Background: an optimization exercise with open tools, aiming at small area, a short achievable clock period and few clock cycles. Do not read the settings as production practice. RTL that was checked went through simulation tests only; none was proved equivalent to the original. Only the layout flow was run in runs 1, 2, 5 and 6; the RTL was not checked for function there. The clock port is modelled as an ideal driver; clocking choices that lean on that would not hold on a real chip. Power and IR drop assume default switching activity.

## flow/design.v (module list and top-level ports; edited modules follow where they fit)
// module aoi222: 5 lines
// module aoi22: 5 lines
// module and11: 5 lines
// module rdport1: 22 lines
// module RegFile: 26 lines
// module g_xor2: 5 lines
// module g_xnor2: 5 lines
// module g_and2: 5 lines
// module g_a21o: 5 lines
// module g_a21oi: 5 lines
// module g_o21ai: 5 lines
// module g_nand2: 5 lines
// module g_nor2: 5 lines
// module g_inv: 5 lines
// module addc32: 361 lines
// module add10: 91 lines
// module add32: 5 lines
// module inc32: 5 lines
// module inc10: 5 lines
// module eq32: 5 lines
// module resmux: 7 lines
// module sel4x10: 6 lines
// module mux10: 6 lines
// module RISC: 179 lines
module RISC(clk, rst, imem_addr, imem_rdata, dmem_addr, dmem_wdata, dmem_we, dmem_rdata);
  // ...
==> flow/flow/run.sh <==
#!/bin/bash
# Layout flow: the standard synthesis, then the standard ORFS steps with
# timing repair aimed below the clock period (SETUP_SLACK_MARGIN, in ns),
# one more repair pass after CTS (flow/post_cts.tcl), plain buffers on the
# ports, and the standard.sh to write out/final.def. Each tool's output
# goes to a log file here; ORFS's per-step logs are under orfs/logs.
set -euo pipefail
MARGIN=$(cat flow/margin.txt)
EXTRA=$(cat flow/extra_margin.txt)
bash standard.sh synth > synth_standard.log 2>&1
make -C "$FLOW_HOME" DESIGN_CONFIG="$FLOW_CONFIG" WORK_HOME="$PWD/orfs" \
  CLKGATE_MAP_FILE= SYNTH_SCRIPT="$PWD/synth_recipe.tcl" \
  SETUP_SLACK_MARGIN="$MARGIN" \
  BUFFER_PORTS_ARGS="-buffer_cell sky130_fd_sc_hd__buf_2" \
  POST_CTS_TCL="$PWD/flow/post_cts.tcl" EXTRA_MARGIN="$EXTRA" \
  finish > make_finish.log 2>&1
bash standard.sh finish > write_def.log 2>&1
==> flow/flow/extra_margin.txt <==
7.7
==> flow/flow/margin.txt <==
7.5
==> flow/flow/post_cts.tcl <==
# One more setup-repair pass after CTS, aimed EXTRA_MARGIN ns below the
# clock period: the standard pass stops early on this design.
set_propagated_clock [all_clocks]
estimate_parasitics -placement
repair_timing -setup -setup_margin $::env(EXTRA_MARGIN) -verbose
detailed_placement
check_placement -verbose
==> flow/standard.sh <==
#!/bin/bash
# synth_recipe.tcl (not shown) runs the flow's synth.tcl, then flattens the netlist and writes it again
# the make line also repeats each setting of config.mk as NAME=value (left out here)
make -C /OpenROAD-flow-scripts/flow DESIGN_CONFIG=/design/flow/config.mk WORK_HOME=/design/flow/orfs CLKGATE_MAP_FILE= SYNTH_SCRIPT=/design/flow/synth_recipe.tcl "${@:-finish}"
==> flow/config.mk <==
export PLATFORM = sky130hd
export DESIGN_NAME = RISC
export DESIGN_NICKNAME = RISC
export VERILOG_FILES = /design/flow/design.v
export SDC_FILE = /design/flow/constraint.sdc
export NUM_CORES = 8
export LEC_CHECK = 0
export CAP_MARGIN = 20
export CORE_MARGIN = 2
export CORE_UTILIZATION = 40
export CTS_CLUSTER_DIAMETER = 80
export CTS_CLUSTER_SIZE = 25
export SETUP_SLACK_MARGIN = 1.0
export SLEW_MARGIN = 20
export SYNTH_HIERARCHICAL = 1
==> flow/constraint.sdc <==
create_clock -name core_clock -period 11.0 [get_ports {clk}]
set_input_delay 2.2000 -clock core_clock [delete_from_list [all_inputs] [get_ports {clk}]]
set_output_delay 2.2000 -clock core_clock [all_outputs]
set_load 0.01 [all_outputs]
==> notes.md, run 1 <==
status -> timing/DRC/antenna clean
CP Data Arrival Time -> 4090 ps
Synth area leaders -> edfxtp_1 51%, a222oi_1 11%, dfxtp_1 6.1%
WP data required -> 11590 ps
clock share of power -> 19.5%
P_int -> 0.01035 W
post-synth cell types -> 89
number of non-clock buffers -> 309
Post-synth EDFFs -> 1035
Synth area leader -> edfxtp_1
max reg flops -> 992
period utilisation layout -> 31.85%
number of rows in the core area -> 142
Max Used Layer -> met5
multi-input logic area -> 23180 um2
CTS tree -> done
# clock sinks -> 1300
Sequential Area -> 36870 um2
Psw -> 0.006091 W
Most used DFF post-synth -> edfxtp_1
VDD IR max -> 130.8 uV
placed insts -> 6671
Min-Delay Endpoint -> e_btgt[3]$_DFF_P_
Critical R2R Launch -> m_rd[3]$_DFF_P_
total grt overflow -> 0
max_cap viols -> 0
most frequent cell after synthesis -> edfxtp_1
Clock transition at path regs -> 100 ps
type of origin of the critical path -> flop
drt drc -> 0
max-slew violation count -> 0
Simple-Gate Fraction of Synth Area -> 9.292%
CP Capture Type -> flop
xor/xnor cell area share of the yosys netlist -> 5.247%
RR Endpoint -> e_a[13]$_DFF_P_
P&R area growth vs syn -> 12.50%
wire length on met3 -> 27780 um
FF-to-FF setup slack -> 7500 ps
crit path launch -> m_rd[3]$_DFF_P_
Critical path destination -> e_a[13]$_DFF_P_
Worst Skew -> 45.50 ps
FF+latch count, synth -> 1300
Vias/cell -> 6.702
==> module RISC, before the edit <==
module RISC(clk, rst, imem_addr, imem_rdata, dmem_addr, dmem_wdata, dmem_we, dmem_rdata);
	input clk, rst;
	output [31:0] imem_addr;
	input  [31:0] imem_rdata;
	output [31:0] dmem_addr;
	output [31:0] dmem_wdata;
	output        dmem_we;
	input  [31:0] dmem_rdata;
	localparam [6:0] OP_LOAD = 7'b0000011, OP_STORE = 7'b0100011, OP_R = 7'b0110011,
	                 OP_I = 7'b0010011, OP_B = 7'b1100011, OP_J = 7'b1101111;
	reg  [9:0]  fpc;           
	reg         d_valid;       
	reg  [31:0] d_ins;         
	reg  [9:0]  d_btgt;        
	reg         d_pt;          
	reg         e_valid;       
	reg  [31:0] e_pcn;         
	reg  [9:0]  e_btgt;        
	reg  [31:0] e_a;           
	reg  [31:0] e_b;           
	reg         e_binv;        
	reg  [20:0] e_off;         
	reg         e_imm;         
	reg  [4:0]  e_rd;
	reg         e_load, e_store, e_br, e_jal, e_wr, e_pt;
	reg         e_sub, e_slt, e_xor, e_or, e_and, e_logic;
	reg         e_fa, e_fb, e_fs;  
	reg  [31:0] m_res;         
	reg  [31:0] m_addr;        
	reg  [31:0] m_sd;          
	reg  [4:0]  m_rd;
	reg         m_we, m_wr, m_load;
	wire        e_mis;         
	wire        stall;         
	wire [31:0] ins = imem_rdata;
	wire f_jal = (ins[6:0] == OP_J);
	wire f_bs  = (ins[6:0] == OP_B) & (ins[19:15] == ins[24:20]);
	wire [9:0] fpc_seq, fpc_jal, fpc_br;
	inc10 u_fseq(.a(fpc), .s(fpc_seq));
	add10 u_fjal(.a(fpc), .b({ins[29:21], 1'b0}), .s(fpc_jal));
	add10 u_fbr (.a(fpc_seq), .b({ins[29:25], ins[11:8], 1'b0}), .s(fpc_br));
	wire [9:0] fpc_pred, fpc_next;
	sel4x10 u_fpred(.s0(stall), .d0(fpc),
	                .s1(~stall & f_jal), .d1(fpc_jal), .s2(~stall & f_bs), .d2(fpc_br),
	                .s3(~stall & ~f_jal & ~f_bs), .d3(fpc_seq), .y(fpc_pred));
	mux10 u_fnext(.s(e_mis), .d1(e_btgt), .d0(fpc_pred), .y(fpc_next));
	always @(posedge clk or posedge rst)
		if (rst)
			fpc <= 10'd0;
		else
			fpc <= fpc_next;
	assign imem_addr = {22'd0, fpc};
	always @(posedge clk or posedge rst)
		if (rst)
			d_valid <= 1'b0;
		else if (e_mis | ~stall)
			d_valid <= ~e_mis;
	always @(posedge clk)
		if (!stall)
		begin
			d_ins  <= ins;
			d_btgt <= fpc_br;
			d_pt   <= f_jal | f_bs;
		end
	wire [6:0]  d_op  = d_ins[6:0];
	wire [4:0]  d_rd  = d_ins[11:7];
	wire [2:0]  d_f3  = d_ins[14:12];
	wire [4:0]  d_rs1 = d_ins[19:15];
	wire [4:0]  d_rs2 = d_ins[24:20];
	wire d_load  = (d_op == OP_LOAD);
	wire d_store = (d_op == OP_STORE);
	wire d_r     = (d_op == OP_R);
	wire d_i     = (d_op == OP_I);
	wire d_br    = (d_op == OP_B);
	wire d_jal   = (d_op == OP_J);
	wire d_imm   = d_i | d_load | d_store;
	wire d_wr    = (d_load | d_r | d_i | d_jal) & (d_rd != 5'd0);
	wire d_alu   = d_r | d_i;
	wire d_slt   = d_alu & (d_f3 == 3'b010);
	wire d_sub   = (d_r & (d_f3 == 3'b000) & d_ins[30]) | d_slt;
	wire        e_w = e_valid & e_wr;                    
	assign stall = d_valid & e_valid & e_load & e_wr &
	               ((d_rs1 == e_rd) | (d_rs2 == e_rd));
	wire [31:0] m_wd = m_load ? dmem_rdata : m_res;
	wire [31:0] rf1n, rf2n;    
	reg rf_clr;
	always @(posedge clk or posedge rst)
		if (rst)
			rf_clr <= 1'b1;
		else
			rf_clr <= 1'b0;
	RegFile regFile(.clk(clk), .clr(rf_clr), .we(m_wr), .wa(m_rd), .wd(m_wd),
	                .ra1(d_rs1), .ra2(d_rs2), .rd1n(rf1n), .rd2n(rf2n));
	always @(posedge clk or posedge rst)
		if (rst)
			e_valid <= 1'b0;
		else
			e_valid <= d_valid & ~e_mis & ~stall;
	always @(posedge clk)
	begin
		e_a     <= ~rf1n;
		e_b     <= ~rf2n;
		e_binv  <= d_sub & ~d_imm;
		e_off   <= d_jal   ? {d_ins[31], d_ins[19:12], d_ins[20], d_ins[30:21], 1'b0} :
		           d_store ? {{9{d_ins[31]}}, d_ins[31:25], d_ins[11:7]} :
		           d_imm   ? {{9{d_ins[31]}}, d_ins[31:20]} ^ {21{d_sub}}
		                   : {{9{d_ins[31]}}, d_ins[7], d_ins[30:25], d_ins[11:8], 1'b1};
		e_imm   <= d_imm;
		e_rd    <= d_rd;
		e_btgt  <= d_btgt;
		e_load  <= d_load;
		e_store <= d_store;
		e_br    <= d_br;
		e_jal   <= d_jal;
		e_wr    <= d_wr;
		e_pt    <= d_pt;
		e_sub   <= d_sub;
		e_slt   <= d_slt;
		e_xor   <= d_alu & (d_f3 == 3'b100);
		e_or    <= d_alu & (d_f3 == 3'b110);
		e_and   <= d_alu & (d_f3 == 3'b111);
		e_logic <= d_jal | (d_alu & d_f3[2] & (d_f3 != 3'b101));
		e_fa    <= e_w & (e_rd == d_rs1);
		e_fb    <= e_w & (e_rd == d_rs2) & ~d_imm;
		e_fs    <= e_w & (e_rd == d_rs2);
	end
	wire [31:0] A  = e_fa ? m_res : e_a;
	wire [31:0] B  = e_imm   ? {{11{e_off[20]}}, e_off} :
	                 e_fb    ? (m_res ^ {32{e_sub}}) : (e_b ^ {32{e_binv}});
	wire [31:0] R2 = e_fs ? m_res : e_b;                     
	wire [31:0] sum;
	wire        eq;
	addc32 u_alu(.a(A), .b(B), .ci(e_sub), .s(sum));
	wire        eq_ab, eq_mb, eq_am;
	eq32  u_eqab(.a(e_a), .b(e_b), .eq(eq_ab));
	eq32  u_eqmb(.a(m_res), .b(e_b), .eq(eq_mb));
	eq32  u_eqam(.a(e_a), .b(m_res), .eq(eq_am));
	assign eq = e_fa ? (e_fs | eq_mb) : (e_fs ? eq_am : eq_ab);
	wire        taken  = e_jal | (e_br & eq);
	wire [31:0] pcn_off, pcn_inc;
	add32 u_pcoff(.a(e_pcn), .b({{11{e_off[20]}}, e_off}), .s(pcn_off));
	inc32 u_pcinc(.a(e_pcn), .s(pcn_inc));
	wire [31:0] pcn_next = taken ? pcn_off : pcn_inc;
	assign      e_mis  = e_valid & e_br & ~e_pt & eq;
	wire [31:0] lres = e_jal ? e_pcn :
	                   e_xor ? (A ^ B) :
	                   e_or  ? (A | B) : (A & B);
	wire [31:0] res;
	resmux u_res(.lg(e_logic), .slt(e_slt), .lres(lres), .sum(sum), .res(res));
	always @(posedge clk or posedge rst)
		if (rst)
			e_pcn <= 32'd1;
		else if (e_valid)
			e_pcn <= pcn_next;
	always @(posedge clk or posedge rst)
		if (rst)
		begin
			m_res  <= 32'd0;       
			m_we   <= 1'b0;
			m_wr   <= 1'b0;
			m_load <= 1'b0;
		end
		else
		begin
			m_res  <= res;
			m_we   <= e_valid & e_store;
			m_wr   <= e_w;
			m_load <= e_load;
		end
	always @(posedge clk)
	begin
		m_sd   <= R2;
		m_rd   <= e_rd;
		m_addr <= res;
	end
	assign dmem_addr  = m_addr;
	assign dmem_wdata = m_sd;
	assign dmem_we    = m_we;
endmodule
==> run 2: changes to the inputs <==
--- a/flow/design.v
+++ b/flow/design.v
@@ -736,7 +736,3 @@
 	addc32 u_alu(.a(A), .b(B), .ci(e_sub), .s(sum));
-	wire        eq_ab, eq_mb, eq_am;
-	eq32  u_eqab(.a(e_a), .b(e_b), .eq(eq_ab));
-	eq32  u_eqmb(.a(m_res), .b(e_b), .eq(eq_mb));
-	eq32  u_eqam(.a(e_a), .b(m_res), .eq(eq_am));
-	assign eq = e_fa ? (e_fs | eq_mb) : (e_fs ? eq_am : eq_ab);
+	eq32  u_eq(.a(A), .b(R2), .eq(eq));
 	wire        taken  = e_jal | (e_br & eq);
==> run 2 against run 1 <==
  * Cell count shrank 3.3%
  * Final area shrank 1.2%
  * Synthesized cell count shrank 2.9%
  * Sequential share of layout area grew 0.71 points
  * Power shrank 1.2%
  * Critical endpoint is now imem_addr[7]
==> notes.md, run 2 <==
Total Nets Final -> 4819
largest family of logic cells by synthesized area -> compound AO/OA/AOI/OAI gates
Setup CP Type -> reg -> out
largest net degree at the start of global routing -> 67
# clock sinks -> 1300 (unchanged)
Top-Level Pins -> 163
RSZ-0062 raised after global routing -> yes
Synth Instances -> 4389
Die W -> 390.8 um
crit path buf inv count -> 1
CP max-delay cell -> dfrtp_2
P&R area growth vs syn -> 12.55% (about the same)
TritonRoute pass-1 iters -> 14
post-synth cell types -> 91 (+2.2%)
Final GP Congestion -> 0.9961
detailed placement HPWL -> 141100 um
core region area -> 148200 um2
type of origin of the critical path -> flop
max reg flops -> 992 (unchanged)
ANT nets after route -> 0
xor/xnor cell area share of the yosys netlist -> 4.375% (-0.87 points)
DRT Wirelength -> 224800 um
yosys warns -> 8
drt drc -> 0 (unchanged)
initial antenna violation count -> 9
GRT Util Overall -> 28.40%
period utilisation layout -> 31.78% (-0.062 points)
Synth area leader -> edfxtp_1
FF+latch count, synth -> 1300 (unchanged)
most flop-heavy register -> regFile.gpr.r
most frequent cell after synthesis -> edfxtp_1
Syn Area/Cell -> 13.64 um2
Simple-Gate Fraction of Synth Area -> 8.736% (-0.56 points)
pwr dens -> 241.1 nW/um2
number of rows in the core area -> 141 (-0.70%)
Cell Chain, Critical Path -> buf_6
Synth area leaders -> edfxtp_1 52%, a222oi_1 11%, dfxtp_1 6.2%
Hold Vio Cnt, Final -> 0
placed insts -> 6461 (-3.1%)
Total Neg Setup Slack -> 0 ps
vias -> 45460
vias in the first global route -> 43400
total grt overflow -> 0 (unchanged)
CTS tree -> done
Async S/R FF share, synth -> 6.154%
max_cap viols -> 0 (unchanged)
layout cells sized above 1 -> 20.47%
Post-synth EDFFs -> 1035 (unchanged)
final setup fails -> 0
Cell Area, Synth -> 59850 um2
VDD IR max -> 122.1 uV (-6.6%)
critical path's top delay family -> flip-flops
fmax -> 286.0 MHz
most frequent cells in the layout -> 1035 x edfxtp_1, 640 x a222oi_1, 200 x nor2_1
first-pass GRT wire length -> 313400 um
Routed WL per cell -> 33.90 um
area share of the leading cell type in the synthesized netlist -> 51.93%
CP Capture Type -> output pin
Die Y-Extent -> 390.8 um
worst hold-check path type -> reg -> reg
status -> timing/DRC/antenna clean
Vias/cell -> 6.855 (+2.3%)
final cell count without fillers -> 6632
worst slew pin tran -> 1023 ps
Fin Hold WS -> 346.5 ps
DRT iter0 DRCs -> 9739
Synth Area in Adders -> 2.061%
Initial Util -> 40.39%
worst skew pair latency -> 730 ps
most common cell after layout, fill and taps aside -> edfxtp_1
WP data required -> 8800 ps (-2790 ps)
Worst Skew -> 68.01 ps (+22.51 ps)
Post-synth top cells -> 1035 x edfxtp_1, 640 x a222oi_1, 205 x nor2_1
max-slew violation count -> 0 (unchanged)
die area -> 152700 um2
Pleak -> 24.01 nW
Max FO, Critical Path -> 2
post-layout minimum cycle time -> 3496 ps
number of I/O port buffers -> 140
CP Data Arrival Time -> 1300 ps (-2790 ps)
Compound-Gate Fraction of Synth Area -> 18.34%
max incr delay on CP -> 460 ps
sequential fraction of the synthesis area -> 61.46%
Clock transition at path regs -> 90 ps (about the same)
Most used DFF post-synth -> edfxtp_1
post-synthesis mux area share -> 2.561%
Slew headroom -> 31.82%
## run 2: changes by cell type after synthesis, moves of 7 or more
cell      change
nand2_1      -60
mux2i_1      +30
a31oi_1      -35
xor2_1       -67
nor4_1       -16
a21oi_1      +34
clkbuf_1      -7
## run 2: modules after synthesis (local to each module, per instance), excerpt
module | cell area (um2) | copies in the design | cells inside | flops+latches
RegFile | 30910 | 1 | 1192 | 992
RISC | 13300 | 1 | 1260 | 308
add32 | 1687 | 1 | 232 | 0
inc32 | 610.6 | 1 | 86 | 0
sel4x10 | 232.7 | 1 | 34 | 0
aoi22 | 12.51 | 64 | 1 | 0
aoi222 | 10.01 | 640 | 1 | 0
g_xnor2 | 8.758 | 31 | 1 | 0
g_a21o | 7.507 | 1 | 1 | 0
g_inv | 3.754 | 61 | 1 | 0
g_nand2 | 3.754 | 68 | 1 | 0
## run 2: through the flow
step	area (um2)	power (W)	utilization (%)	setup WS [ps]
global route	67360	0.01689	45.46	7451
detailed placement	63820	0.01272	43.07	6904
global placement	63820	0.01263	43.07	6874
finish	67360	0.01624	45.46	7504
floorplan	60180	0.01084	-	7427
## run 2: path summary, 6_finish.rpt
path	startpoint	cells past startpoint	slack, ps	endpoint
setup / recovery	fpc[7]$_DFF_PP0_	1	7500	imem_addr[7]
setup reg to reg	d_ins[18]$_DFFE_PN_	7	7540	e_a[14]$_DFF_P_
hold reg to reg	d_btgt[3]$_DFFE_PN_	0	350	e_btgt[3]$_DFF_P_
max in group asynchronous	rst	3	8010	fpc[6]$_DFF_PP0_
hold / removal	d_btgt[3]$_DFFE_PN_	0	350	e_btgt[3]$_DFF_P_
min in group asynchronous	rst	2	1600	m_we$_DFF_PP0_
## run 2: area by class of cell
class	instances	area, um2
diodes	2	5.005
well taps	1930	2415
multi-input cells	2781	22480
repair buffers	303	2354
flip-flops and latches	1300	36910
clock buffers	88	2031
clock inverters	34	435.4
fillers	13200	80830
inverters	194	735.7
## run 2: kinds of logic (layout without fill, tap and decap cells)
group,after synthesis,after routing
AND/OR/NAND/NOR,952,952
multiplexers,140,140
AO/OA/AOI/OAI,1265,1265
flip-flops,1300,1300
other,1,29
XOR/XNOR,299,299
adder cells (fa/ha/maj),98,98
buffers and inverters,334,619
## run 2: per-layer routing
layer | up-vias | share of wire (%) | global-route usage, %
li1 | 18820 | - | -
met1 | 22680 | 38 | 39.35
met4 | 8 | 5.7 | 15.34
met2 | 3450 | 43 | 41.61
met3 | 504 | 13 | 6.054
met5 | - | 0.023 | 0
## run 2: power by group
part           switching, W  internal, W  leakage [nW]
clock network       0.00175      0.00143          1.20
registers          0.000983      0.00742          12.7
logic               0.00312      0.00154          10.1
==> run 3: changes to the inputs <==
--- a/flow/design.v
+++ b/flow/design.v
@@ -110,2 +110,17 @@
 endmodule
+module g_or2(a, b, y);
+	input a, b;
+	output y;
+	assign y = a | b;
+endmodule
+module g_nor4(a, b, c, d, y);
+	input a, b, c, d;
+	output y;
+	assign y = ~(a | b | c | d);
+endmodule
+module g_nand4(a, b, c, d, y);
+	input a, b, c, d;
+	output y;
+	assign y = ~(a & b & c & d);
+endmodule
 module addc32(a, b, ci, s);
@@ -602,2 +617,39 @@
 endmodule
+module zero32(a, b, ci, an, z);
+	input  [31:0] a, b;
+	input         ci, an;
+	output        z;
+	wire   [31:0] x, o, d, c;
+	wire   [7:0]  n, nc;
+	wire   [1:0]  m, mc;
+	wire          za, zc;
+	genvar i;
+	generate
+	for (i = 0; i < 32; i = i + 1)
+	begin : bt
+		g_xor2 ux(.a(a[i]), .b(b[i]), .y(x[i]));
+		g_and2 uc(.a(a[i]), .b(b[i]), .y(c[i]));
+		if (i < 31)
+			g_or2 uo(.a(a[i]), .b(b[i]), .y(o[i]));
+		if (i == 0)
+			g_xor2 ud(.a(x[0]), .b(ci), .y(d[0]));
+		else
+			g_xor2 ud(.a(x[i]), .b(o[i-1]), .y(d[i]));
+	end
+	for (i = 0; i < 8; i = i + 1)
+	begin : r1
+		g_nor4 un(.a(d[4*i]), .b(d[4*i+1]), .c(d[4*i+2]), .d(d[4*i+3]), .y(n[i]));
+		g_nor4 uc(.a(c[4*i]), .b(c[4*i+1]), .c(c[4*i+2]), .d(c[4*i+3]), .y(nc[i]));
+	end
+	for (i = 0; i < 2; i = i + 1)
+	begin : r2
+		g_nand4 un(.a(n[4*i]), .b(n[4*i+1]), .c(n[4*i+2]), .d(n[4*i+3]), .y(m[i]));
+		g_nand4 uc(.a(nc[4*i]), .b(nc[4*i+1]), .c(nc[4*i+2]), .d(nc[4*i+3]), .y(mc[i]));
+	end
+	endgenerate
+	g_nor2 uza(.a(m[0]), .b(m[1]), .y(za));
+	g_nor2 uzc(.a(mc[0]), .b(mc[1]), .y(zc));
+	assign o[31] = 1'b0;
+	assign z = an ? zc : za;
+endmodule
 `timescale 1ns/1ps
@@ -637,2 +689,5 @@
 	wire        stall;         
+	wire        d_take;        
+	wire        e_zero;        
+	reg         e_zok;         
 	wire [31:0] ins = imem_rdata;
@@ -648,3 +703,7 @@
 	                .s3(~stall & ~f_jal & ~f_bs), .d3(fpc_seq), .y(fpc_pred));
-	mux10 u_fnext(.s(e_mis), .d1(e_btgt), .d0(fpc_pred), .y(fpc_next));
+	wire [9:0] fpc_alt;
+	wire       f_own;
+	mux10 u_falt(.s(e_mis), .d1(e_btgt), .d0(d_btgt), .y(fpc_alt));
+	g_nor2 u_fown(.a(e_mis), .b(d_take), .y(f_own));
+	mux10 u_fnext(.s(f_own), .d1(fpc_pred), .d0(fpc_alt), .y(fpc_next));
 	always @(posedge clk or posedge rst)
@@ -659,3 +718,3 @@
 		else if (e_mis | ~stall)
-			d_valid <= ~e_mis;
+			d_valid <= ~e_mis & ~d_take;
 	always @(posedge clk)
@@ -684,2 +743,6 @@
 	wire        e_w = e_valid & e_wr;                    
+	wire [4:0]  d_rz  = (d_rs2 == 5'd0) ? d_rs1 : d_rs2;
+	wire        d_bz  = d_valid & d_br & ~d_pt & ((d_rs1 == 5'd0) | (d_rs2 == 5'd0)) &
+	                    e_w & e_zok & (e_rd == d_rz);
+	g_and2 u_dtake(.a(d_bz), .b(e_zero), .y(d_take));    
 	assign stall = d_valid & e_valid & e_load & e_wr &
@@ -718,3 +781,4 @@
 		e_wr    <= d_wr;
-		e_pt    <= d_pt;
+		e_pt    <= d_pt | d_take;
+		e_zok   <= d_alu & ((d_f3 == 3'b111) | ((d_f3 != 3'b010) & ~d_f3[2]));    
 		e_sub   <= d_sub;
@@ -733,3 +797,3 @@
 	wire [31:0] R2 = e_fs ? m_res : e_b;                     
-	wire [31:0] sum;
+	wire [31:0] sum, lres;
 	wire        eq;
@@ -737,2 +801,3 @@
 	eq32  u_eq(.a(A), .b(R2), .eq(eq));
+	zero32 u_zero(.a(A), .b(B), .ci(e_sub), .an(e_and), .z(e_zero));
 	wire        taken  = e_jal | (e_br & eq);
@@ -742,4 +807,4 @@
 	wire [31:0] pcn_next = taken ? pcn_off : pcn_inc;
-	assign      e_mis  = e_valid & e_br & ~e_pt & eq;
-	wire [31:0] lres = e_jal ? e_pcn :
+	g_and2 u_emis(.a(e_valid & e_br & ~e_pt), .b(eq), .y(e_mis));    
+	assign      lres = e_jal ? e_pcn :
 	                   e_xor ? (A ^ B) :
--- a/flow/config.mk
+++ b/flow/config.mk
@@ -9,5 +9,6 @@
 export CORE_MARGIN = 2
-export CORE_UTILIZATION = 40
+export CORE_UTILIZATION = 50
 export CTS_CLUSTER_DIAMETER = 80
 export CTS_CLUSTER_SIZE = 25
+export PLACE_DENSITY = 0.7
 export SETUP_SLACK_MARGIN = 1.0
==> run 3 against run 2 <==
  * Combinational power up 11%
  * Highest routed layer unchanged
  * First-iteration DRC count is 22% higher
  * Worst hold slack better by 21 ps
  * Count of clock-buffer cells in the layout increased by 3
  * Non-clock buffer count shrank 5
  * Worst setup slack lost 12 ps
  * Still clean on timing, DRC and antenna
  * Largest power group unchanged
  * Critical path type is now reg -> reg
  * Die area down 18%
  * Critical path depth grew 7
  * Via count grew 4.6%
==> notes.md, run 3 <==
die area -> 125300 um2 (-18%)
area share of the leading cell type in the synthesized netlist -> 50.74% (-1.2 points)
FF-to-FF setup slack -> 7490 ps (-50 ps)
Pleak -> 24.75 nW (+3.1%)
drt drc -> 0 (unchanged)
number of I/O port buffers -> 140 (unchanged)
Power Total -> 0.01652 W (+1.7%)
status -> timing/DRC/antenna clean
RSZ-0062 raised after global routing -> yes
total grt overflow -> 0 (unchanged)
post-synth cell types -> 94 (+3.3%)
worst skew pair latency -> 710 ps (-20 ps)
Final GP Congestion -> 0.9960 (about the same)
DRT Wirelength -> 226700 um (+0.82%)
vias -> 47550 (+4.6%)
Die W -> 354.0 um (-9.4%)
VDD IR max -> 147.4 uV (+21%)
Syn Area/Cell -> 13.37 um2 (-1.9%)
Routed WL per cell -> 34.82 um (+2.7%)
GRT Util Overall -> 34.93% (+6.5 points)
ANT nets after route -> 0 (unchanged)
most common cell after layout, fill and taps aside -> edfxtp_1
placed insts -> 6343 (-1.8%)
CP Data Arrival Time -> 4090 ps (+2790 ps)
number of rows in the core area -> 128 (-9.2%)
fill count -> 9822 (-26%)
post-route core utilization -> 56.13% (+11 points)
max-slew violation count -> 0 (unchanged)
P&R area growth vs syn -> 11.54%
Total Nets Final -> 5006 (+3.9%)
Post-synth EDFFs -> 1035 (unchanged)
layout cells sized above 1 -> 20.38% (-0.091 points)
Async S/R FF share, synth -> 6.144% (-0.0095 points)
Initial Util -> 50.33% (+9.9 points)
Die Y-Extent -> 354.0 um (-9.4%)
final cell count without fillers -> 6511 (-1.8%)
Max FO, Critical Path -> 32 (+30)
period utilisation layout -> 31.90% (+0.11 points)
WP data required -> 11580 ps (+2780 ps)
final instance area -> 68320 um2 (+1.4%)
sequential fraction of the synthesis area -> 60.12% (-1.3 points)
initial antenna violation count -> 8 (-1)
Slew headroom -> 21.68% (-10 points)
worst slew pin tran -> 1175 ps (+152.1 ps)
Top-Level Pins -> 163 (unchanged)
vias in the first global route -> 45180 (+4.1%)
post-layout minimum cycle time -> 3509 ps (+12.41 ps)
max_cap viols -> 0 (unchanged)
Hold Vio Cnt, Final -> 0 (unchanged)
most frequent cells in the layout -> 1035 x edfxtp_1, 641 x a222oi_1, 244 x inv_1
Worst Skew -> 48.30 ps (-19.70 ps)
CP Capture Type -> flop
# clock sinks -> 1302 (+0.15%)
detailed placement HPWL -> 137300 um (-2.7%)
Clock transition at path regs -> 100 ps (about the same)
worst hold-check path type -> reg -> reg
most flop-heavy register -> regFile.gpr.r
FF+latch count, synth -> 1302 (+0.15%)
DRT iter0 DRCs -> 11920 (+22%)
Total Neg Setup Slack -> 0 ps (unchanged)
pwr dens -> 241.8 nW/um2 (+0.27%)
Most used DFF post-synth -> edfxtp_1
Cell Area, Synth -> 61250 um2 (+2.3%)
largest net degree at the start of global routing -> 67 (unchanged)
core region area -> 121700 um2 (-18%)
Setup CP Type -> reg -> reg
CTS tree -> done
final setup fails -> 0 (unchanged)
fmax -> 285.0 MHz (-0.35%)
type of origin of the critical path -> flop
yosys warns -> 8 (unchanged)
Synth area leaders -> edfxtp_1 51%, a222oi_1 10%, dfxtp_1 6.1%
most frequent cell after synthesis -> edfxtp_1
first-pass GRT wire length -> 317900 um (+1.5%)
Placed Area -> 64790 um2 (+1.5%)
Vias/cell -> 7.303 (+6.5%)
Synth area leader -> edfxtp_1
Synth Instances -> 4581 (+4.4%)
Post-synth top cells -> 1035 x edfxtp_1, 641 x a222oi_1, 253 x inv_1
TritonRoute pass-1 iters -> 14 (unchanged)
max reg flops -> 992 (unchanged)
run 3: changes by cell type after synthesis, sizes merged, moves of 21 or more:
cell,delta
inv,+60
xor2,+60
o21a,-38
and2,+33
or2,+31
nor2,+21
run 3: cell families after synthesis:
logic type | Yosys count | share of synthesized area [%]
flops | 1302 | 60.12
compound gates | 1232 | 17.58
simple gates | 1042 | 9.502
buf+inv | 389 | 2.741
xor+xnor | 355 | 5.076
mux | 162 | 2.956
fa+ha+maj | 98 | 2.014
other cells | 1 | 0.006122
run 3: final timing paths:
check                               startpoint                   to  depth (start not counted)
max in group asynchronous                  rst  m_res[28]$_DFF_PP0_                          3
hold reg to reg            d_btgt[0]$_DFFE_PN_    e_btgt[0]$_DFF_P_                          0
setup / recovery                m_wr$_DFF_PP0_      e_b[25]$_DFF_P_                          8
min in group asynchronous                  rst  m_res[13]$_DFF_PP0_                          2
hold / removal             d_btgt[0]$_DFFE_PN_    e_btgt[0]$_DFF_P_                          0
setup reg to reg                m_wr$_DFF_PP0_      e_b[25]$_DFF_P_                          8
run 3: final cells by class:
| class | count | area (um2) | share of cell area, % |
|---|---|---|---|
| timing repair buffer | 298 | 2281 | 3.338 |
| tap | 1625 | 2033 | 2.976 |
| timing repair inverter | 1 | 5.005 | 0.007325 |
| clock buffer | 91 | 1893 | 2.771 |
| antenna | 3 | 7.507 | 0.01099 |
| inverter | 254 | 960.9 | 1.406 |
| multi-input combinational | 2916 | 23950 | 35.06 |
| clock inverter | 21 | 304.0 | 0.4450 |
| sequential | 1302 | 36890 | 53.99 |
run 3: modules after synthesis (local to each module, per instance), excerpt:
module / cells inside / area, um2
inc32: 86 / 610.6
inc10: 24 / 163.9
zero32: 1 / 15.01
aoi22: 1 / 12.51
aoi222: 1 / 10.01
g_a21oi: 1 / 8.758
g_nand2: 1 / 3.754
run 3: power by group:
part	internal (W)	leakage, nW	switching (W)	total, W
Combinational	0.00163	10.9	0.00352	0.00515
Clock	0.00130	1.07	0.00168	0.00298
Sequential	0.00742	12.8	0.000977	0.00840
run 3: critical path, cell delays in order, from the launching register on:
cell and delay, ps:
dfrtp_1 530, or4b_4 530, nor2_1 350, nor4_4 70, buf_4 290, a222oi_1 370, nand4_1 510, nor3_2 610
inv_1 70
run 3: through the flow:
stage	hold slack [ps]	worst slack, ps
2_1_floorplan	332.2	7423
3_3_place_gp	355.0	6499
3_5_place_dp	357.1	6654
5_1_grt	385.0	7485
6_report	367.4	7491
run 3: metal layers:
metal | wire [um] | share of wire [%] | track usage, % | up-vias
li1 | - | - | - | 19360
met1 | 79360 | 35 | 45.77 | 23220
met2 | 96400 | 43 | 51.74 | 4156
met3 | 36670 | 16 | 12.03 | 799
met4 | 14130 | 6.2 | 17.42 | 10
met5 | 134 | 0.059 | 0.2642 | -
Testbench counts of run 3, summed over its fixed seeds: cycles 103,618.
==> run 4: changes to the inputs <==
--- a/flow/config.mk
+++ b/flow/config.mk
@@ -9,6 +9,5 @@
 export CORE_MARGIN = 2
-export CORE_UTILIZATION = 50
+export CORE_UTILIZATION = 40
 export CTS_CLUSTER_DIAMETER = 80
 export CTS_CLUSTER_SIZE = 25
-export PLACE_DENSITY = 0.7
 export SETUP_SLACK_MARGIN = 1.0
==> run 4 against run 3 <==
  * Still clean on timing, DRC and antenna
  * Count of clock-buffer cells in the layout fell by 3
  * Sequential power barely moved
  * Combinational power fell by 1%
  * Clock power rose by 8.7%
  * Synthesized area did not move
  * Maximum frequency rose by 0.22%
  * Worst setup slack improved by 7.6 ps
  * Wire length rose by 4.0%
  * Global-route usage fell by 6.0 points
  * Critical endpoint is now imem_addr[6]
  * Highest routed layer unchanged
==> notes.md, run 4 <==
yosys warns -> 8 (unchanged)
Final GP Congestion -> 0.9725 (-2.4%)
number of rows in the core area -> 143 (+12%)
WP data required -> 8800 ps (-2780 ps)
Async S/R FF share, synth -> 6.144% (unchanged)
worst skew pair latency -> 740 ps (+30 ps)
sequential fraction of the synthesis area -> 60.12% (unchanged)
Routed WL per cell -> 33.91 um (-2.6%)
crit path launch -> fpc[6]$_DFF_PP0_
FF+latch count, synth -> 1302 (unchanged)
vias in the first global route -> 45310 (+0.29%)
layout cells sized above 1 -> 21.45% (+1.1 points)
RSZ-0062 raised after global routing -> yes
most frequent cells in the layout -> 1035 x edfxtp_1, 641 x a222oi_1, 238 x inv_1
Pleak -> 25.07 nW (+1.3%)
Worst Skew -> 55.77 ps (+7.469 ps)
initial antenna violation count -> 9 (+1)
most common cell after layout, fill and taps aside -> edfxtp_1
first-pass GRT wire length -> 328400 um (+3.3%)
Initial Util -> 40.28% (-10 points)
max-slew violation count -> 0 (unchanged)
worst slew pin tran -> 1089 ps (-86.02 ps)
P_int -> 0.01052 W (+1.7%)
Sequential Power Share -> 50.3% (-0.5 points)
pwr dens -> 241.0 nW/um2 (-0.31%)
most flop-heavy register -> regFile.gpr.r
Sw Ratio -> 37.16% (-0.23 points)
CP Capture Type -> output pin
P&R area growth vs syn -> 13.41%
Vias/cell -> 6.790 (-7.0%)
Slew headroom -> 27.41% (+5.7 points)
worst hold-check path type -> reg -> reg
Setup CP Type -> reg -> out
post-synthesis mux area share -> 2.956% (unchanged)
Total Neg Setup Slack -> 0 ps (unchanged)
Critical R2R Launch -> e_sub$_DFF_P_
Top-Level Pins -> 163 (unchanged)
Synth area leader -> edfxtp_1
hold path startpoint -> d_btgt[1]$_DFFE_PN_
period utilisation layout -> 31.83% (-0.069 points)
Synth Area in Adders -> 2.014% (unchanged)
CP Data Arrival Time -> 1300 ps (-2790 ps)
Simple-Gate Fraction of Synth Area -> 9.502% (unchanged)
core region area -> 152100 um2 (+25%)
Die Y-Extent -> 395.3 um (+12%)
Hold Vio Cnt, Final -> 0 (unchanged)
fmax -> 285.6 MHz (+0.22%)
hold path cells -> 0 (unchanged)
clock share of power -> 19.4% (+1.4 points)
max reg flops -> 992 (unchanged)
Reg2Reg Depth -> 15 (+7)
crit path buf inv count -> 1 (-1)
detailed placement HPWL -> 146000 um (+6.4%)
Most used DFF post-synth -> edfxtp_1
TritonRoute pass-1 iters -> 13 (-1)
max_cap viols -> 0 (unchanged)
largest family of logic cells by synthesized area -> compound AO/OA/AOI/OAI gates
DRT Wirelength -> 235800 um (+4.0%)
RR Endpoint -> fpc[0]$_DFF_PP0_
Clock transition at path regs -> 100 ps (about the same)
Max FO, Critical Path -> 2 (-94%)
largest net degree at the start of global routing -> 69 (+3.0%)
VDD IR max -> 136.9 uV (-7.1%)
die area -> 156300 um2 (+25%)
drt drc -> 0 (unchanged)
GRT Util Overall -> 28.98% (-6.0 points)
Cell Chain, Critical Path -> buf_6
status -> timing/DRC/antenna clean
area share of the leading cell type in the synthesized netlist -> 50.74% (unchanged)
type of origin of the critical path -> flop
Die W -> 395.3 um (+12%)
Setup WS pre-CTS -> 6400 ps (-254.4 ps)
Synth Instances -> 4581 (unchanged)
CP max-delay cell -> dfrtp_2
DRT iter0 DRCs -> 9763 (-18%)
critical path's top delay family -> flip-flops
Cell Area, Synth -> 61250 um2 (unchanged)
# clock sinks -> 1302 (unchanged)
post-synth cell types -> 94 (unchanged)
Synth area leaders -> edfxtp_1 51%, a222oi_1 10%, dfxtp_1 6.1%
final setup fails -> 0 (unchanged)
max incr delay on CP -> 460 ps (-150 ps)
total grt overflow -> 0 (unchanged)
Post-synth top cells -> 1035 x edfxtp_1, 641 x a222oi_1, 253 x inv_1
CTS tree -> done
Compound-Gate Fraction of Synth Area -> 17.58% (unchanged)
most frequent cell after synthesis -> edfxtp_1
Post-synth EDFFs -> 1035 (unchanged)
number of I/O port buffers -> 140 (unchanged)
post-layout minimum cycle time -> 3501 ps (-7.640 ps)
Psw -> 0.006222 W (+0.74%)
Syn Area/Cell -> 13.37 um2 (unchanged)
FF-to-FF setup slack -> 7530 ps (+40 ps)
Final WS setup -> 7499 ps (+7.640 ps)
vias -> 47230 (-0.68%)
Min-Delay Endpoint -> e_btgt[1]$_DFF_P_
Comb pwr share -> 30.3% (-0.9 points)
Total Nets Final -> 5036 (+0.60%)
ANT nets after route -> 0 (unchanged)
xor/xnor cell area share of the yosys netlist -> 5.076% (unchanged)
-- run 4: cell counts after synthesis --
No cell type changed its count.
-- run 4: metrics by stage --
step | area, um2 | instances | util, % | power, W | hold WS (ps)
after global routing | 69460 | 6952 | 45.67 | 0.01741 | 382.2
after global placement | 65360 | 6758 | 42.98 | 0.01309 | 352.9
after detailed placement | 65360 | 6758 | 42.98 | 0.01319 | 355.1
after floorplan | 61580 | 4607 | - | 0.01116 | 332.2
final | 69470 | 6955 | 45.68 | 0.01674 | 375.4
-- run 4: cells by family (layout without fill, tap and decap cells) --
group / after synthesis / in the layout
compound gates: 1232 / 1232
xor+xnor: 355 / 355
fa+ha+maj: 98 / 98
buf+inv: 389 / 703
flops: 1302 / 1302
mux: 162 / 162
other cells: 1 / 30
simple gates: 1042 / 1043
-- run 4: layout make-up --
type	instances	area, um2
Sequential cell	1302	36920
Tap cell	2030	2540
Timing Repair Buffer	321	2595
Fill cell	13620	82620
Antenna cell	3	7.507
Clock buffer	88	1968
Clock inverter	40	621.8
Inverter	254	957.2
Multi-Input combinational cell	2917	23860
-- run 4: worst max path at each step --
stage / cells past startpoint / slack [ps] / endpoint
global route: 16 / 7480 / fpc[0]$_DFF_PP0_
finish: 1 / 7500 / imem_addr[6]
floorplan: 8 / 7420 / fpc[2]$_DFF_PP0_
detailed placement: 14 / 6400 / fpc[5]$_DFF_PP0_
global placement: 14 / 6430 / fpc[2]$_DFF_PP0_
-- run 4: Yosys stat by module, one instance, submodules excluded, a selection --
module	cells inside	times used
RISC	1288	1
inc32	86	1
resmux	46	1
inc10	24	1
g_nor4	1	16
aoi222	1	640
g_a21oi	1	98
add10	1	2
g_a21o	1	1
g_or2	1	31
g_o21ai	1	68
g_nor2	1	55
g_nand2	1	68
-- run 4: power groups by stage --
stage | sequential [W] | clock (W) | combinational (W)
3_5_place_dp | 0.00848 | 0 | 0.00471
6_report | 0.00842 | 0.00324 | 0.00508
5_1_grt | 0.00856 | 0.00345 | 0.00541
2_1_floorplan | 0.00815 | 0 | 0.00301
3_3_place_gp | 0.00841 | 0 | 0.00468
-- run 4: metal layers --
| metal | vias to the layer above | part of all wire, % | track usage [%] |
|---|---|---|---|
| met3 | 511 | 13 | 5.783 |
| met5 | - | 0.0055 | 0 |
| met2 | 3741 | 43 | 43.21 |
| met1 | 23540 | 38 | 40.21 |
| li1 | 19430 | - | - |
| met4 | 2 | 5.3 | 14.49 |
==> run 5: changes to the inputs <==
--- a/flow/design.v
+++ b/flow/design.v
@@ -747,4 +747,6 @@
 	g_and2 u_dtake(.a(d_bz), .b(e_zero), .y(d_take));    
+	wire d_use1 = d_load | d_store | d_r | d_i | d_br;
+	wire d_use2 = d_store | d_r | d_br;
 	assign stall = d_valid & e_valid & e_load & e_wr &
-	               ((d_rs1 == e_rd) | (d_rs2 == e_rd));
+	               ((d_use1 & (d_rs1 == e_rd)) | (d_use2 & (d_rs2 == e_rd)));
 	wire [31:0] m_wd = m_load ? dmem_rdata : m_res;
==> run 5 against run 4 <==
  * Final area increased by 0.33%
  * Register-to-register slack got worse by 110 ps
  * Sequential power increased by 0.6%
  * Non-clock buffer count rose by 14
  * Synthesized area increased by 0.25%
  * Largest cell class unchanged
  * Clock skew increased by 30 ps
  * Global-route usage fell by 0.30 points
  * Still clean
  * Clock power shrank 4%
  * Highest routed layer unchanged
  * Maximum frequency fell by 2.2%
  * Utilization grew 0.095 points
  * Die area rose by 0.24%
  * Worst hold slack lost 30 ps
==> notes.md, run 5 <==
status -> timing/DRC/antenna clean
final cell count without fillers -> 6978 (+0.33%)
post-layout minimum cycle time -> 3581 ps (+79.92 ps)
most flop-heavy register -> regFile.gpr.r
P&R area growth vs syn -> 13.50% (about the same)
most common cell after layout, fill and taps aside -> edfxtp_1
Vias/cell -> 6.681 (-1.6%)
CP Capture Type -> flop
diode count -> 0 (-3)
Most used DFF post-synth -> edfxtp_1
type of origin of the critical path -> flop
Total Neg Setup Slack -> 0 ps (unchanged)
Post-Route M1 WL -> 89120 um (-1.0%)
drt drc -> 0 (unchanged)
Total Nets Final -> 5065 (+0.58%)
RSZ-0062 raised after global routing -> yes
GRT Util Overall -> 28.68% (-0.30 points)
fmax -> 279.3 MHz (-2.2%)
layout cells sized above 1 -> 22.01% (+0.55 points)
Clock transition at path regs -> 100 ps (about the same)
TritonRoute pass-1 iters -> 14 (+1)
Final GP Congestion -> 0.9758 (+0.34%)
DRT iter0 DRCs -> 9788 (+0.26%)
Post-synth top cells -> 1035 x edfxtp_1, 641 x a222oi_1, 245 x inv_1
core region area -> 152300 um2 (+0.12%)
FF+latch count, synth -> 1302 (unchanged)
Worst Skew -> 85.78 ps (+30.01 ps)
Max Used Layer -> met5
number of I/O port buffers -> 140 (unchanged)
Sequential Area -> 36940 um2 (about the same)
final setup fails -> 0 (unchanged)
vias -> 46620 (-1.3%)
sequential fraction of the synthesis area -> 59.98% (-0.15 points)
CP Data Arrival Time -> 4240 ps (+2940 ps)
post-route core utilization -> 45.77% (+0.095 points)
Slew headroom -> 9.770% (-18 points)
ANT nets after route -> 0 (unchanged)
max reg flops -> 992 (unchanged)
vias in the first global route -> 44780 (-1.2%)
VDD IR max -> 108.7 uV (-21%)
multi-input logic area -> 24200 um2 (+1.4%)
Synth area leader -> edfxtp_1
post-synth cell types -> 95 (+1.1%)
die area -> 156700 um2 (+0.24%)
most frequent cells in the layout -> 1035 x edfxtp_1, 641 x a222oi_1, 226 x inv_1
DRT Wirelength -> 231700 um (-1.7%)
max-slew violation count -> 0 (unchanged)
Top-Level Pins -> 163 (unchanged)
met2 WL -> 102100 um (about the same)
CTS tree -> done
wire length on met3 -> 28330 um (-8.8%)
first-pass GRT wire length -> 326100 um (-0.72%)
Die Y-Extent -> 395.8 um (+0.12%)
number of rows in the core area -> 143 (unchanged)
Max FO, Critical Path -> 22 (+20)
Synth Instances -> 4602 (+0.46%)
Cell Area, Synth -> 61410 um2 (+0.25%)
max_cap viols -> 0 (unchanged)
area share of the leading cell type in the synthesized netlist -> 50.61% (-0.12 points)
most frequent cell after synthesis -> edfxtp_1
detailed placement HPWL -> 150000 um (+2.7%)
worst slew pin tran -> 1343 ps (+254.5 ps)
largest net degree at the start of global routing -> 68 (-1.4%)
worst skew pair latency -> 760 ps (+20 ps)
Routed WL per cell -> 33.21 um (-2.1%)
# clock sinks -> 1302 (unchanged)
fill count -> 13550 (-0.57%)
pwr dens -> 239.6 nW/um2 (-0.59%)
placed insts -> 6787 (+0.43%)
Post-synth EDFFs -> 1035 (unchanged)
Async S/R FF share, synth -> 6.144% (unchanged)
Pleak -> 25.06 nW (about the same)
Hold Vio Cnt, Final -> 0 (unchanged)
worst hold-check path type -> reg -> reg
Initial Util -> 40.33% (+0.051 points)
Synth area leaders -> edfxtp_1 51%, a222oi_1 10%, dfxtp_1 6.1%
total grt overflow -> 0 (unchanged)
Die W -> 395.8 um (+0.12%)
yosys warns -> 8 (unchanged)
initial antenna violation count -> 13 (+4)
Syn Area/Cell -> 13.34 um2 (-0.21%)
Setup CP Type -> reg -> reg
WP data required -> 11660 ps (+2860 ps)
period utilisation layout -> 32.55% (+0.73 points)
-- run 5: stage by stage --
step                setup slack (ps)  hold WS, ps  power (W)  area, um2
global placement                6386        350.0    0.01313      65550
finish                          7419        345.3    0.01670      69690
detailed placement              6374        360.6    0.01322      65560
floorplan                       7421        332.4    0.01115      61700
global route                    7387        356.4    0.01739      69690
-- run 5: modules after synthesis, one instance, submodules excluded, a selection --
| module | times used | flip-flops and latches | cells inside |
|---|---|---|---|
| add32 | 1 | 0 | 232 |
| inc32 | 1 | 0 | 86 |
| resmux | 1 | 0 | 46 |
| eq32 | 1 | 0 | 43 |
| mux10 | 2 | 0 | 11 |
| and11 | 64 | 0 | 4 |
| zero32 | 1 | 0 | 1 |
| aoi22 | 64 | 0 | 1 |
| g_nor4 | 16 | 0 | 1 |
| g_a21oi | 98 | 0 | 1 |
| g_xnor2 | 31 | 0 | 1 |
| g_or2 | 31 | 0 | 1 |
| g_nand4 | 4 | 0 | 1 |
| g_and2 | 83 | 0 | 1 |
| g_o21ai | 68 | 0 | 1 |
| g_nand2 | 68 | 0 | 1 |
-- run 5: final timing paths --
path / start / to / slack (ps) / depth (start not counted)
setup reg to reg: d_ins[19]$_DFFE_PP_ / e_a[29]$_DFF_P_ / 7420 / 7
hold reg to reg: e_load$_DFF_P_ / m_load$_DFF_PP0_ / 350 / 0
min in group asynchronous: rst / m_load$_DFF_PP0_ / 1650 / 2
hold / removal: e_load$_DFF_P_ / m_load$_DFF_PP0_ / 350 / 0
setup / recovery: d_ins[19]$_DFFE_PP_ / e_a[29]$_DFF_P_ / 7420 / 7
max in group asynchronous: rst / e_pcn[31]$_DFFE_PP0P_ / 7980 / 3
-- run 5: routing by layer --
metal / vias to the layer above / track usage [%]
met3: 547 / 5.877
met4: 4 / 13.48
met5: - / 0
li1: 19530 / -
met2: 3277 / 43.70
met1: 23260 / 39.23
-- run 5: power by group --
group	internal [W]	total, W	switching, W
Sequential	0.00743	0.00847	0.00105
Combinational	0.00169	0.00511	0.00342
Clock	0.00136	0.00311	0.00175
Total	0.0105	0.0167	0.00622
-- run 5: worst max-delay path: stages, from the launching register on --
cell,delay [ps]
edfxtp_1,850
nand3b_1,390
nor4_4,1100
buf_4,580
a222oi_1,160
nand4_1,190
nor3_4,90
inv_1,150
-- run 5: area by class of cell --
type / instances / area share (%)
Inverter: 246 / 1.334
Timing Repair Buffer: 335 / 3.849
Clock inverter: 39 / 0.7343
Multi-Input combinational cell: 2942 / 34.72
Tap cell: 2030 / 3.644
Sequential cell: 1302 / 53.00
Clock buffer: 84 / 2.711
-- run 5: kinds of logic (layout without fill, tap and decap cells) --
group	Yosys count	after routing	synth area share (%)
flip-flops	1302	1302	59.98
adder cells (fa/ha/maj)	98	98	2.009
multiplexers	160	160	2.910
other	1	27	0.006107
buffers and inverters	385	704	2.710
AND/OR/NAND/NOR	1060	1061	9.681
AO/OA/AOI/OAI	1237	1237	17.59
XOR/XNOR	359	359	5.121
==> module RegFile, before the edit <==
module RegFile(clk, clr, we, wa, wd, ra1, ra2, rd1n, rd2n);
	input clk, clr, we;
	input [4:0] wa, ra1, ra2;
	input [31:0] wd;
	output [31:0] rd1n, rd2n;    
	wire [31*32-1:0] q;
	wire [31:1] s1, s2, wen;
	genvar i;
	generate
	for (i = 1; i < 32; i = i + 1)
	begin : gpr
		reg [31:0] r;
		assign wen[i] = we & (wa == i);
		always @(posedge clk)
			if (clr | wen[i])
				r <= wd;
		assign q[32*(i-1) +: 32] = r;
		assign s1[i] = (ra1 == i) & ~wen[i];
		assign s2[i] = (ra2 == i) & ~wen[i];
	end
	endgenerate
	wire byp1 = we & (ra1 == wa);
	wire byp2 = we & (ra2 == wa);
	rdport1 p1(.q(q), .sel(s1), .xd(wd), .xs(byp1), .dn(rd1n));
	rdport1 p2(.q(q), .sel(s2), .xd(wd), .xs(byp2), .dn(rd2n));
endmodule
==> run 6: changes to the inputs <==
--- a/flow/design.v
+++ b/flow/design.v
@@ -38,2 +38,46 @@
 endmodule
+module dec2(a, y);
+	input  [1:0] a;
+	output [3:0] y;
+	assign y[0] = ~a[1] & ~a[0];
+	assign y[1] = ~a[1] &  a[0];
+	assign y[2] =  a[1] & ~a[0];
+	assign y[3] =  a[1] &  a[0];
+endmodule
+module dec3(a, y);
+	input  [2:0] a;
+	output [7:0] y;
+	genvar k;
+	generate
+	for (k = 0; k < 8; k = k + 1)
+	begin : d
+		assign y[k] = (a == k);
+	end
+	endgenerate
+endmodule
+module wdec(lo, hi, wen);
+	input  [3:0] lo;
+	input  [7:0] hi;
+	output [31:1] wen;
+	genvar k;
+	generate
+	for (k = 1; k < 32; k = k + 1)
+	begin : w
+		assign wen[k] = lo[k % 4] & hi[k / 4];
+	end
+	endgenerate
+endmodule
+module selx(lo, hi, x, sel);
+	input  [3:0] lo;
+	input  [7:0] hi;
+	input  [31:1] x;
+	output [31:1] sel;
+	genvar k;
+	generate
+	for (k = 1; k < 32; k = k + 1)
+	begin : s
+		assign sel[k] = lo[k % 4] & hi[k / 4] & ~x[k];
+	end
+	endgenerate
+endmodule
 module RegFile(clk, clr, we, wa, wd, ra1, ra2, rd1n, rd2n);
@@ -45,2 +89,8 @@
 	wire [31:1] s1, s2, wen;
+	wire [3:0] wlo, wlo_d;
+	wire [7:0] whi;
+	dec2 wdl(.a(wa[1:0]), .y(wlo_d));
+	dec3 wdh(.a(wa[4:2]), .y(whi));
+	assign wlo = wlo_d & {4{we}};
+	wdec wd0(.lo(wlo), .hi(whi), .wen(wen));
 	genvar i;
@@ -50,3 +100,2 @@
 		reg [31:0] r;
-		assign wen[i] = we & (wa == i);
 		always @(posedge clk)
@@ -55,6 +104,12 @@
 		assign q[32*(i-1) +: 32] = r;
-		assign s1[i] = (ra1 == i) & ~wen[i];
-		assign s2[i] = (ra2 == i) & ~wen[i];
 	end
 	endgenerate
+	wire [3:0] lo1, lo2;
+	wire [7:0] hi1, hi2;
+	dec2 d1l(.a(ra1[1:0]), .y(lo1));
+	dec3 d1h(.a(ra1[4:2]), .y(hi1));
+	dec2 d2l(.a(ra2[1:0]), .y(lo2));
+	dec3 d2h(.a(ra2[4:2]), .y(hi2));
+	selx x1(.lo(lo1), .hi(hi1), .x(wen), .sel(s1));
+	selx x2(.lo(lo2), .hi(hi2), .x(wen), .sel(s2));
 	wire byp1 = we & (ra1 == wa);
@@ -747,6 +802,4 @@
 	g_and2 u_dtake(.a(d_bz), .b(e_zero), .y(d_take));    
-	wire d_use1 = d_load | d_store | d_r | d_i | d_br;
-	wire d_use2 = d_store | d_r | d_br;
 	assign stall = d_valid & e_valid & e_load & e_wr &
-	               ((d_use1 & (d_rs1 == e_rd)) | (d_use2 & (d_rs2 == e_rd)));
+	               ((d_rs1 == e_rd) | (d_rs2 == e_rd));
 	wire [31:0] m_wd = m_load ? dmem_rdata : m_res;
==> run 6 against run 5 <==
  * Highest routed layer unchanged
  * Sequential share of layout area is 0.68 points higher
  * Utilization shrank 0.63 points
  * Largest cell class unchanged
  * Final area shrank 1.4%
==> notes.md, run 6 <==
vias in the first global route -> 44090 (-1.5%)
Synth area leaders -> edfxtp_1 51%, a222oi_1 10%, dfxtp_1 6.1%
P&R area growth vs syn -> 11.73%
FF+latch count, synth -> 1302 (unchanged)
TritonRoute pass-1 iters -> 13 (-1)
# clock sinks -> 1302 (unchanged)
Top-Level Pins -> 163 (unchanged)
Syn Area/Cell -> 13.49 um2 (+1.1%)
Hold Vio Cnt, Final -> 0 (unchanged)
max reg flops -> 992 (unchanged)
most frequent cell after synthesis -> edfxtp_1
number of rows in the core area -> 143 (unchanged)
Worst Skew -> 79.64 ps (-6.145 ps)
drt drc -> 0 (unchanged)
Max FO, Critical Path -> 2 (-91%)
worst hold-check path type -> reg -> reg
die area -> 157000 um2 (+0.19%)
fmax -> 284.7 MHz (+1.9%)
DRT Wirelength -> 235600 um (+1.6%)
Initial Util -> 40.41% (+0.077 points)
final setup fails -> 0 (unchanged)
max-slew violation count -> 0 (unchanged)
critical path's top delay family -> flip-flops
fill count -> 13590 (+0.33%)
Die Y-Extent -> 396.2 um (about the same)
most common cell after layout, fill and taps aside -> edfxtp_1
layout cells sized above 1 -> 19.36% (-2.6 points)
Post-synth EDFFs -> 1035 (unchanged)
P_int -> 0.01047 W (about the same)
number of I/O port buffers -> 140 (unchanged)
post-synth cell types -> 97 (+2.1%)
Comb pwr share -> 30.6% (about the same)
Slew headroom -> 22.38% (+13 points)
Post-synth top cells -> 1035 x edfxtp_1, 641 x a222oi_1, 251 x inv_1
max incr delay on CP -> 470 ps (-630 ps)
initial antenna violation count -> 14 (+1)
core region area -> 152300 um2 (unchanged)
RSZ-0062 raised after global routing -> yes
VDD IR max -> 148.6 uV (+37%)
period utilisation layout -> 31.94% (-0.62 points)
CP Capture Type -> output pin
Cell Area, Synth -> 61520 um2 (+0.19%)
status -> timing/DRC/antenna clean
worst slew pin tran -> 1164 ps (-179.0 ps)
Synth area leader -> edfxtp_1
detailed placement HPWL -> 146600 um (-2.2%)
ANT nets after route -> 0 (unchanged)
Final GP Congestion -> 0.9547 (-2.2%)
CP max-delay cell -> dfrtp_2
Total Neg Setup Slack -> 0 ps (unchanged)
post-layout minimum cycle time -> 3513 ps (-68.06 ps)
Psw -> 0.006288 W (+1.0%)
sequential fraction of the synthesis area -> 59.86% (-0.11 points)
Setup CP Type -> reg -> out
Sw Ratio -> 37.52% (+0.25 points)
CTS tree -> done
most flop-heavy register -> regFile.gpr.r
crit path buf inv count -> 1 (-1)
worst skew pair latency -> 750 ps (about the same)
clock share of power -> 19.3% (+0.7 points)
type of origin of the critical path -> flop
max_cap viols -> 0 (unchanged)
vias -> 46450 (-0.38%)
Sequential Power Share -> 50.1% (-0.6 points)
Total Nets Final -> 4989 (-1.5%)
yosys warns -> 8 (unchanged)
first-pass GRT wire length -> 325800 um (about the same)
GRT Util Overall -> 28.88% (+0.20 points)
CP Data Arrival Time -> 1310 ps (-2930 ps)
Die W -> 396.2 um (about the same)
Clock transition at path regs -> 100 ps (about the same)
area share of the leading cell type in the synthesized netlist -> 50.52% (-0.097 points)
Routed WL per cell -> 34.11 um (+2.7%)
Fin Hold WS -> 378.2 ps (+32.92 ps)
Async S/R FF share, synth -> 6.144% (unchanged)
pwr dens -> 243.8 nW/um2 (+1.8%)
most frequent cells in the layout -> 1035 x edfxtp_1, 641 x a222oi_1, 242 x inv_1
Synth Instances -> 4561 (-0.89%)
DRT iter0 DRCs -> 10160 (+3.8%)
largest net degree at the start of global routing -> 68 (unchanged)
Pleak -> 25.24 nW (+0.69%)
Cell Chain, Critical Path -> buf_6
total grt overflow -> 0 (unchanged)
Vias/cell -> 6.725 (+0.66%)
WP data required -> 8800 ps (-2860 ps)
Most used DFF post-synth -> edfxtp_1
[run 6: cell type report]
class	count	area, um2	share of cell area, %
Sequential cell	1302	36900	53.68
Clock inverter	33	500.5	0.7281
Multi-Input combinational cell	2916	23660	34.42
Timing Repair Buffer	278	2140	3.113
Clock buffer	94	2033	2.958
Tap cell	2030	2540	3.695
Antenna cell	1	2.502	0.003640
Inverter	252	959.7	1.396
[run 6: path summary, 6_finish.rpt]
kind	slack, ps	cells past startpoint	startpoint	endpoint
setup / recovery	7490	1	fpc[2]$_DFF_PP0_	imem_addr[2]
hold / removal	380	0	d_btgt[2]$_DFFE_PN_	e_btgt[2]$_DFF_P_
setup reg to reg	7510	8	m_rd[4]$_DFF_P_	e_a[25]$_DFF_P_
hold reg to reg	380	0	d_btgt[2]$_DFFE_PN_	e_btgt[2]$_DFF_P_
max in group asynchronous	7980	3	rst	e_pcn[31]$_DFFE_PP0P_
min in group asynchronous	1660	2	rst	fpc[8]$_DFF_PP0_
[run 6: through the flow]
stage,area [um2],std cells,utilization [%],total power [W],setup slack [ps]
floorplan,61750,4587,-,0.01115,7421
global placement,65150,6742,42.79,0.01313,6138
detailed placement,65160,6743,42.79,0.01325,6493
global route,68740,6906,45.15,0.01739,7466
finish,68740,6906,45.15,0.01676,7487
[run 6: Yosys stat by module, one instance, submodules excluded, a selection]
module | cell area, um2 | flops+latches | copies in the design | cells
zero32 | 15.01 | 0 | 1 | 1
g_nor4 | 12.51 | 0 | 16 | 1
g_xnor2 | 8.758 | 0 | 31 | 1
aoi22 | 12.51 | 0 | 64 | 1
add32 | 1687 | 0 | 1 | 232
eq32 | 346.6 | 0 | 1 | 43
RISC | 13370 | 310 | 1 | 1287
mux10 | 161.4 | 0 | 2 | 11
g_nor2 | 3.754 | 0 | 55 | 1
[run 6: power by group through the flow]
| stage | clock network, W | logic (W) | registers [W] |
|---|---|---|---|
| 5_1_grt | 0.00342 | 0.00543 | 0.00854 |
| 3_5_place_dp | 0 | 0.00478 | 0.00847 |
| 6_report | 0.00323 | 0.00513 | 0.00839 |
| 2_1_floorplan | 0 | 0.00300 | 0.00815 |
| 3_3_place_gp | 0 | 0.00475 | 0.00838 |
[run 6: worst reg2reg max path, cell delays in order, from the launching register on]
cell and delay, ps:
dfxtp_1 450, nor3b_1 440, and2_1 220, and3b_1 360, buf_4 360, a222oi_1 520, nand4_1 570, nor3_2 320
inv_1 140
[run 6: kinds of logic after synthesis]
| family | Yosys count | share of synthesized area (%) |
|---|---|---|
| xor gates and xnor gates | 355 | 5.054 |
| adders and majority gates | 98 | 2.005 |
| buffers and inverters | 370 | 2.587 |
| DFF | 1302 | 59.86 |
| other | 1 | 0.006095 |
| muxes | 165 | 2.985 |
| AOI/OAI and AO/OA | 1227 | 17.46 |
| and+or+nand+nor | 1043 | 10.04 |
[run 6: routing by layer]
layer / vias up / GRT usage (%) / routed length (um)
met2: 3497 / 43.55 / 102900
met4: 12 / 10.99 / 9731
li1: 19300 / - / -
met5: - / 0 / 76
met1: 23150 / 38.70 / 89490
met3: 490 / 9.280 / 33370

## re-timing with driven ports
The flow's constraints put no driver on any port. The routed layouts listed below were extracted and timed again, unchanged, in two steps.
Step 1, drivers: a clkbuf_16 drives clk and a buf_2 each remaining input, both assumed.
Step 2 adds t to the input delays and takes it off the output delays; t is the mean of the earliest and latest rising clock arrival at the registers after step 1. Input paths then give back, and output paths get back, about the clock's delay inside the block.
a / b / c = ideal ports / drivers / drivers and shift; a / b = the first two.
| run | t, ns | setup WS [ns] | worst slew at a driven data input, ns | pins driven straight from the clock port |
|---|---|---|---|---|
| run 1 | 0.794 | 7.497 / 7.425 / 6.912 | 0.11 | 1 |
| run 2 | 0.773 | 7.504 / 7.427 / 6.960 | 0.14 | 1 |
| run 3 | 0.758 | 7.491 / 7.469 / 6.967 | 0.07 | 1 |
| run 4 | 0.786 | 7.499 / 7.425 / 6.868 | 0.07 | 1 |
| run 5 | 0.792 | 7.419 / 7.419 / 6.893 | 0.10 | 1 |
| run 6 | 0.796 | 7.487 / 7.407 / 6.905 | 0.15 | 1 |
After both steps every run listed still meets setup and hold. For run 4, which loses most, drivers alone change the setup slack by -0.074 ns; drivers and shift together by -0.631 ns.
